This is an optimization exercise on Yosys and OpenROAD, whose aim is small area and a short achievable clock period, not a production implementation. Power is estimated from default activity; no workload was simulated.

// reflex_core
module reflex_core (
    input wire clk,
    input wire rst_n,
    input wire signed [15:0] z_pos,
    input wire signed [15:0] z_vel,
    input wire signed [15:0] kp_gain,
    input wire signed [15:0] kd_gain,
    input wire signed [15:0] vel_threshold,
    output wire signed [15:0] u_out,
    output reg guardian_active
);
    wire [16:0] g_dif = {vel_threshold[15], vel_threshold} - {z_vel[15], z_vel};
    wire [16:0] g_sum = {z_vel[15], z_vel} + {vel_threshold[15], vel_threshold};
    wire g = g_dif[16] | (g_sum[16] & ~(vel_threshold == 16'h8000));
    wire [7:0] bp_one_d, bp_two_d, bp_ngn_d;
    wire [7:0] bd_one_d, bd_two_d, bd_ngn_d;
    assign bp_one_d[0] = ~(kp_gain[0] ^ 1'b0);
    assign bp_two_d[0] = ~((kp_gain[1] & ~kp_gain[0] & ~1'b0) | (~kp_gain[1] & kp_gain[0] & 1'b0));
    assign bp_ngn_d[0] = ~kp_gain[1] & (kp_gain[0] | 1'b0);
    assign bp_one_d[1] = ~(kp_gain[2] ^ kp_gain[1]);
    assign bp_two_d[1] = ~((kp_gain[3] & ~kp_gain[2] & ~kp_gain[1]) | (~kp_gain[3] & kp_gain[2] & kp_gain[1]));
    assign bp_ngn_d[1] = ~kp_gain[3] & (kp_gain[2] | kp_gain[1]);
    assign bp_one_d[2] = ~(kp_gain[4] ^ kp_gain[3]);
    assign bp_two_d[2] = ~((kp_gain[5] & ~kp_gain[4] & ~kp_gain[3]) | (~kp_gain[5] & kp_gain[4] & kp_gain[3]));
    assign bp_ngn_d[2] = ~kp_gain[5] & (kp_gain[4] | kp_gain[3]);
    assign bp_one_d[3] = ~(kp_gain[6] ^ kp_gain[5]);
    assign bp_two_d[3] = ~((kp_gain[7] & ~kp_gain[6] & ~kp_gain[5]) | (~kp_gain[7] & kp_gain[6] & kp_gain[5]));
    assign bp_ngn_d[3] = ~kp_gain[7] & (kp_gain[6] | kp_gain[5]);
    assign bp_one_d[4] = ~(kp_gain[8] ^ kp_gain[7]);
    assign bp_two_d[4] = ~((kp_gain[9] & ~kp_gain[8] & ~kp_gain[7]) | (~kp_gain[9] & kp_gain[8] & kp_gain[7]));
    assign bp_ngn_d[4] = ~kp_gain[9] & (kp_gain[8] | kp_gain[7]);
    assign bp_one_d[5] = ~(kp_gain[10] ^ kp_gain[9]);
  ...
Size in the first run: roughly 1,500 cells after synthesis, ~140 flip-flops, about 99 I/O pins, roughly 15,000 um^2 of cells after synthesis.
Settings: LEC_CHECK=0, CAP_MARGIN=20, CORE_MARGIN=2, CORE_UTILIZATION=40, SETUP_SLACK_MARGIN=3.7, SLEW_MARGIN=20, SYNTH_HIERARCHICAL=1; clock period 8.0 ns.
standard.sh (not shown) runs the stock make flow with config.mk's settings and CLKGATE_MAP_FILE= SYNTH_SCRIPT=/design/flow/synth_recipe.tcl, a recipe that flattens the netlist after the stock synthesis.
==> flow/flow/run.sh <==
#!/bin/bash
set -o pipefail
export BUFFER_PORTS_ARGS="-buffer_cell sky130_fd_sc_hd__buf_1"
bash standard.sh > standard.log 2>&1
status=$?
tail -n 40 standard.log
exit $status
Rerun with:
==> flow/flow/run.sh (replaced) <==
#!/bin/bash
set -o pipefail
export BUFFER_PORTS_ARGS="-buffer_cell sky130_fd_sc_hd__buf_1"
export CTS_ARGS="-sink_clustering_enable -sink_clustering_size 40 -sink_clustering_max_diameter 150 -repair_clock_nets -root_buf sky130_fd_sc_hd__clkbuf_16 -buf_list sky130_fd_sc_hd__clkbuf_16"
bash standard.sh > standard.log 2>&1
status=$?
tail -n 40 standard.log
exit $status
SETUP_SLACK_MARGIN = 3.5   (was 3.7)
Result:
- The new run completed with no timing, DRC or antenna violations
- clock skew falls by 0.0031 ns
- cell area falls by 0.56%
- first-iteration DRC count rises by 8.5%
- maximum frequency barely changes
Rerun with:
==> flow/flow/run.sh (replaced) <==
#!/bin/bash
set -o pipefail
export BUFFER_PORTS_ARGS="-buffer_cell sky130_fd_sc_hd__buf_1"
bash standard.sh > standard.log 2>&1
status=$?
tail -n 40 standard.log
exit $status
- The changed run went through all stages and came out clean
- core utilization stays the same
- first-iteration DRC count does not change
- global-route usage is unchanged
- combinational power hardly moves
- die area is unchanged
- cell area does not change
- count of clock-buffer cells in the layout does not change
- maximum frequency does not change
- clock skew is unchanged
- power stays the same
- hold slack does not change
No functional check of the RTL was part of any run of this note.

[port drivers added, routing unchanged]
The results above use ideal ports. As a check the final layouts listed here were re-extracted and re-timed, cells and wires unchanged.
Step 1 sets driving cells, clkbuf_16 on the clock port and buf_2 on the other inputs (assumed; they add their load-dependent delay and slew).
Step 2 also shifts input and output timing later by t, the mid clock arrival at the registers, as if the neighbouring blocks saw the same clock.
a / b / c = ideal ports / drivers / drivers and shift; a / b = the first two.
run	t (ns)	setup slack, ns	hold WS [ns]	latest minus earliest clock arrival (ns)	worst slew at a driven data input, ns
the first run	0.482	3.389 / 3.342 / 3.663	0.364 / 0.364 / 0.364	0.016 / 0.016	0.09
the second run	0.486	3.395 / 3.346 / 3.578	0.353 / 0.353 / 0.353	0.012 / 0.012	0.04
the third run	0.486	3.395 / 3.346 / 3.578	0.353 / 0.353 / 0.353	0.012 / 0.012	0.04
After both steps every run listed still meets setup and hold.
